From an optimization exercise on the open Yosys and OpenROAD flow, aimed at small area and a short achievable clock period; shortcuts taken in it are not production practice. Where RTL was checked, it was by simulation tests only, not by an equivalence proof against the original.

## the previous run
==> flow/design.v <==
module fpadd_40_add #(parameter N = 26, parameter L = 5) (
  input  [N-1:0] p0, g0,
  input          ci,
  output [N-1:0] s
);
wire [N-1:0] g [0:L];
wire [N-1:0] p [0:L];
assign g[0] = g0 | {{(N-1){1'b0}}, p0[0] & ci};
assign p[0] = p0;
genvar l, i;
generate
  for (l = 0; l < L; l = l + 1) begin : lv
    for (i = 0; i < N; i = i + 1) begin : bt
      if ((i >> l) & 1) begin : mg
        localparam integer J = ((i >> l) << l) - 1;
        assign g[l+1][i] = g[l][i] | (p[l][i] & g[l][J]);
        assign p[l+1][i] = p[l][i] & p[l][J];
      end else begin : ps
        assign g[l+1][i] = g[l][i];
        assign p[l+1][i] = p[l][i];
      end
    end
  end
endgenerate
assign s = p0 ^ {g[L][N-2:0], ci};
endmodule
module fpadd_40(x_40,y_40,res_40,clk_40,rst_40);
input  [31:0] x_40, y_40;
output [31:0] res_40;
input  clk_40, rst_40;
wire [7:0] ex = x_40[30:23];
wire [7:0] ey = y_40[30:23];
wire [8:0] dxy = {1'b0, ex} - {1'b0, ey};
wire [7:0] dyx = ey - ex;
wire       ge  = ~dxy[8];                    
wire       swap = y_40[30:0] > x_40[30:0];   
wire       hx   = |x_40[30:0];
wire       hy   = |y_40[30:0];
reg [22:0] fx1, fy1;
reg        hb1, sw1, sx1, sy1, sub1;
reg [7:0]  ea1;
reg [4:0]  d1;
reg        bg1;                          
always @(posedge clk_40) begin
  fx1  <= x_40[22:0];
  fy1  <= y_40[22:0];
  hb1  <= hx & hy;                            
  sw1  <= swap;
  ea1  <= ge ? ex : ey;
  d1   <= ge ? dxy[4:0] : dyx[4:0];
  bg1  <= ge ? |dxy[7:5] : |dyx[7:5];
  sx1  <= x_40[31] & (hx | hy);               
  sy1  <= y_40[31];
  sub1 <= x_40[31] ^ y_40[31];
end
wire [22:0] fa = sw1 ? fy1 : fx1;
wire        sg1 = sw1 ? sy1 : sx1;
wire        far = bg1 | (d1[4] & d1[3] & |d1[2:0]);
wire [23:0] sb = far ? 24'd0 : {hb1, sw1 ? fx1 : fy1};
wire [24:0] b0 = {sb, 1'b0};
wire [24:0] b1 = d1[4] ? {16'd0, b0[24:16]} : b0;
wire [24:0] b2 = d1[3] ? { 8'd0, b1[24:8]}  : b1;
wire [24:0] b3 = d1[2] ? { 4'd0, b2[24:4]}  : b2;
wire [24:0] b4 = d1[1] ? { 2'd0, b3[24:2]}  : b3;
wire [24:0] b5 = d1[0] ? { 1'd0, b4[24:1]}  : b4;
reg [24:1] smask;
integer k;
always @(*) begin
  for (k = 1; k < 25; k = k + 1)
    smask[k] = (d1 > k) && (d1 <= k + 20);
end
wire sticky = |(b0[24:1] & smask);
wire [25:0] aw = {2'b01, fa, 1'b0};
wire [25:0] bw = {sub1, b5 ^ {25{sub1}}};
wire [25:0] pw = aw ^ bw;
wire [25:0] gw = aw & bw;
reg [25:0] p2;
reg [23:1] g2;            
reg [7:0]  ea2;
reg        ci2, sg2;
always @(posedge clk_40) begin
  p2 <= pw; g2 <= gw[23:1]; ea2 <= ea1 + 8'd1;
  ci2 <= sub1 & ~sticky; sg2 <= sg1;
end
wire [25:0] s;
fpadd_40_add #(26) add (
  .p0(p2),
  .g0({1'b0, ~p2[24], g2, 1'b0}),
  .ci(ci2),
  .s (s)
);
reg [25:0] s3;
reg [7:0]  e3;
reg        sg3;
always @(posedge clk_40) begin
  s3 <= s; e3 <= ea2; sg3 <= sg2;
end
wire [31:0] v = {s3, 6'd0};
wire [15:0] z1;  wire [15:0] c1;       
genvar g;
generate for (g = 0; g < 16; g = g + 1) begin : l1
  assign z1[g] = ~(v[2*g+1] | v[2*g]);
  assign c1[g] = ~v[2*g+1];
end endgenerate
wire [7:0] z2; wire [15:0] c2;         
generate for (g = 0; g < 8; g = g + 1) begin : l2
  assign z2[g] = z1[2*g+1] & z1[2*g];
  assign c2[2*g+1:2*g] = z1[2*g+1] ? {1'b1, c1[2*g]} : {1'b0, c1[2*g+1]};
end endgenerate
wire [3:0] z3; wire [11:0] c3;         
generate for (g = 0; g < 4; g = g + 1) begin : l3
  assign z3[g] = z2[2*g+1] & z2[2*g];
  assign c3[3*g+2:3*g] = z2[2*g+1] ? {1'b1, c2[4*g+1:4*g]} : {1'b0, c2[4*g+3:4*g+2]};
end endgenerate
wire [1:0] z4; wire [7:0] c4;          
generate for (g = 0; g < 2; g = g + 1) begin : l4
  assign z4[g] = z3[2*g+1] & z3[2*g];
  assign c4[4*g+3:4*g] = z3[2*g+1] ? {1'b1, c3[6*g+2:6*g]} : {1'b0, c3[6*g+5:6*g+3]};
end endgenerate
wire       nz = ~(z4[1] & z4[0]);
wire [4:0] lz = z4[1] ? {1'b1, c4[3:0]} : {1'b0, c4[7:4]};
wire [25:0] n1 = lz[4] ? {s3[9:0], 16'd0} : s3;
wire [25:0] n2 = lz[3] ? {n1[17:0], 8'd0} : n1;
wire [25:0] n3 = lz[2] ? {n2[21:0], 4'd0} : n2;
wire [25:0] n4 = lz[1] ? {n3[23:0], 2'd0} : n3;
wire [25:0] n5 = lz[0] ? {n4[24:0], 1'd0} : n4;
wire [5:0]  el = {1'b0, e3[4:0]} - {1'b0, lz};
wire [2:0]  eh = el[5] ? e3[7:5] - 3'd1 : e3[7:5];
wire [31:0] r  = {sg3 & nz, nz ? {eh, el[4:0]} : 8'd0, n5[24:2]};
reg [31:0] r4;
always @(posedge clk_40) r4 <= r;
assign res_40 = r4;
endmodule
==> flow/config.mk <==
export PLATFORM = sky130hd
export DESIGN_NAME = fpadd_40
export DESIGN_NICKNAME = fpadd_40
export VERILOG_FILES = /design/flow/design.v
export SDC_FILE = /design/flow/constraint.sdc
export NUM_CORES = 4
export LEC_CHECK = 0
export ABC_AREA = 1
export CAP_MARGIN = 20
export CORE_MARGIN = 2
export CORE_UTILIZATION = 40
export CTS_BUF_LIST = sky130_fd_sc_hd__clkbuf_8
export CTS_CLUSTER_SIZE = 24
export SETUP_SLACK_MARGIN = 2.8
export SLEW_MARGIN = 20
==> flow/constraint.sdc <==
create_clock -name core_clock -period 5.0 [get_ports {clk_40}]
set_input_delay 1.0000 -clock core_clock [delete_from_list [all_inputs] [get_ports {clk_40}]]
set_output_delay 1.0000 -clock core_clock [all_outputs]
set_load 0.01 [all_outputs]
standard.sh (not shown) runs the stock make flow with config.mk's settings and CLKGATE_MAP_FILE= SYNTH_SCRIPT=/design/flow/synth_recipe.tcl, a recipe that flattens the netlist after the stock synthesis.
==> flow/flow/run.sh <==
#!/bin/bash
# Standard ORFS layout with two changes: synthesis leaves adders to ABC
# (ADDER_MAP_FILE empty, so no half/full-adder cells are extracted; the
# synthesis script itself is the standard flow's, unchanged), and the port buffers are
# buf_2 cells. Full make output in make_finish.log, each step's log under
# orfs/logs/.
set -euo pipefail
bash standard.sh finish 'ADDER_MAP_FILE=' 'BUFFER_PORTS_ARGS=-buffer_cell sky130_fd_sc_hd__buf_2' > make_finish.log 2>&1
--- input diff the previous run..the current run ---
-- flow/design.v --
<<< the previous run, line 31
wire [7:0] ex = x_40[30:23];
wire [7:0] ey = y_40[30:23];
wire [8:0] dxy = {1'b0, ex} - {1'b0, ey};
wire [7:0] dyx = ey - ex;
wire       ge  = ~dxy[8];                    
wire       swap = y_40[30:0] > x_40[30:0];   
wire       hx   = |x_40[30:0];
wire       hy   = |y_40[30:0];
reg [22:0] fx1, fy1;
reg        hb1, sw1, sx1, sy1, sub1;
reg [7:0]  ea1;
reg [4:0]  d1;
reg        bg1;                          
always @(posedge clk_40) begin
  fx1  <= x_40[22:0];
  fy1  <= y_40[22:0];
  hb1  <= hx & hy;                            
  sw1  <= swap;
  ea1  <= ge ? ex : ey;
  d1   <= ge ? dxy[4:0] : dyx[4:0];
  bg1  <= ge ? |dxy[7:5] : |dyx[7:5];
  sx1  <= x_40[31] & (hx | hy);               
  sy1  <= y_40[31];
  sub1 <= x_40[31] ^ y_40[31];
end
wire [22:0] fa = sw1 ? fy1 : fx1;
wire        sg1 = sw1 ? sy1 : sx1;
wire        far = bg1 | (d1[4] & d1[3] & |d1[2:0]);
wire [23:0] sb = far ? 24'd0 : {hb1, sw1 ? fx1 : fy1};
wire [24:0] b0 = {sb, 1'b0};
wire [24:0] b1 = d1[4] ? {16'd0, b0[24:16]} : b0;
>>> the current run, line 31
wire [7:0] ex = x_40[30:23];
wire [7:0] ey = y_40[30:23];
wire [7:0] dxy = ex - ey;                    
wire [7:0] dyx = ey - ex;                    
wire [4:0] cxy = (dxy > 8'd24) ? 5'd31 : dxy[4:0];    
wire [4:0] cyx = (dyx > 8'd24) ? 5'd31 : dyx[4:0];
wire       swap = y_40[30:0] > x_40[30:0];   
wire       hx   = |x_40[30:0];
wire       hy   = |y_40[30:0];
reg [22:0] fx1, fy1;
reg        hb1, sw1, sg1, sub1;
reg [7:0]  ea1;
reg [4:0]  d1;
always @(posedge clk_40) begin
  fx1  <= x_40[22:0];
  fy1  <= y_40[22:0];
  hb1  <= swap ? hx : hy;
  sw1  <= swap;
  ea1  <= swap ? ey : ex;
  d1   <= swap ? cyx : cxy;
  sg1  <= (swap ? y_40[31] : x_40[31]) & (hx | hy);
  sub1 <= x_40[31] ^ y_40[31];
end
wire [22:0] fa = sw1 ? fy1 : fx1;
wire [23:0] sb = {hb1, sw1 ? fx1 : fy1};
wire [24:0] b0 = {sb, 1'b0};
wire [24:0] b1 = d1[4] ? {16'd0, b0[24:16]} : b0;
<<< the previous run, line 68
always @(*) begin
  for (k = 1; k < 25; k = k + 1)
    smask[k] = (d1 > k) && (d1 <= k + 20);
end
wire sticky = |(b0[24:1] & smask);
>>> the current run, line 64
always @(*) begin
  for (k = 1; k < 25; k = k + 1)
    smask[k] = (d1 > k) && (d1 <= k + 20) && (d1 <= 5'd24);
end
wire sticky = |(b0[24:1] & smask);
==> results.txt <==
Compared to the previous run, the current run was floorplanned on a bigger die.
Between the previous run and the current run, worst path arrival time decreased.
The current run -> the previous run: clock skew flat
Per the comparison of the current run with the previous run, smallest setup slack after layout went up by 26 ps, maximum frequency picked up an extra 1.2%, clock buffer count saw an increase.
In the reports for the current run and the previous run, the smaller synthesis-to-finish area growth belongs to the current run.
Synthesized instance count: the current run vs the previous run, no meaningful difference
Relative to the previous run, the current run improves clock period minus worst slack.
Status: worst hold slack parity (the current run, the previous run)
Delta(critical path's largest stage delay, the current run - the previous run) < 0
Between the current run and the previous run, it is the current run whose clock slew at the register clock pins of the worst setup and hold paths is lower, by 20 ps.
When the current run is measured against the previous run, its number of non-clock buffers in the layout turns out about 13% lower.
Count of multi-input combinational gates in the current run vs the previous run: up 30
Only the layout flow was run in the previous run; the RTL was not checked for function there.

==> re-timing with driven ports <==
The results above use ideal ports. As a check the final layouts listed here were re-extracted and re-timed, cells and wires unchanged.
Step 1 assumes that a clkbuf_16 drives the clock port and a buf_2 every other input.
Step 2 times the ports against the registers' clock, not the clock port: input delays grow and output delays shrink by t, the midpoint of the rising clock arrivals with the driver on.
Three values: ideal, step 1, step 2; two values: the first two.
run | t (ns) | setup WS [ns] | hold WS [ns] | worst setup path after step 2 | worst slew at a driven data input, ns
the previous run | 0.518 | 2.814 / 2.814 / 2.399 | 0.331 / 0.331 / 0.331 | input to register | 0.03
the current run | 0.516 | 2.840 / 2.859 / 2.343 | 0.331 / 0.331 / 0.331 | input to register | 0.03
After both steps every run listed still meets setup and hold. For the current run, which loses most, drivers alone change the setup slack by +0.019 ns; drivers and shift together by -0.497 ns.
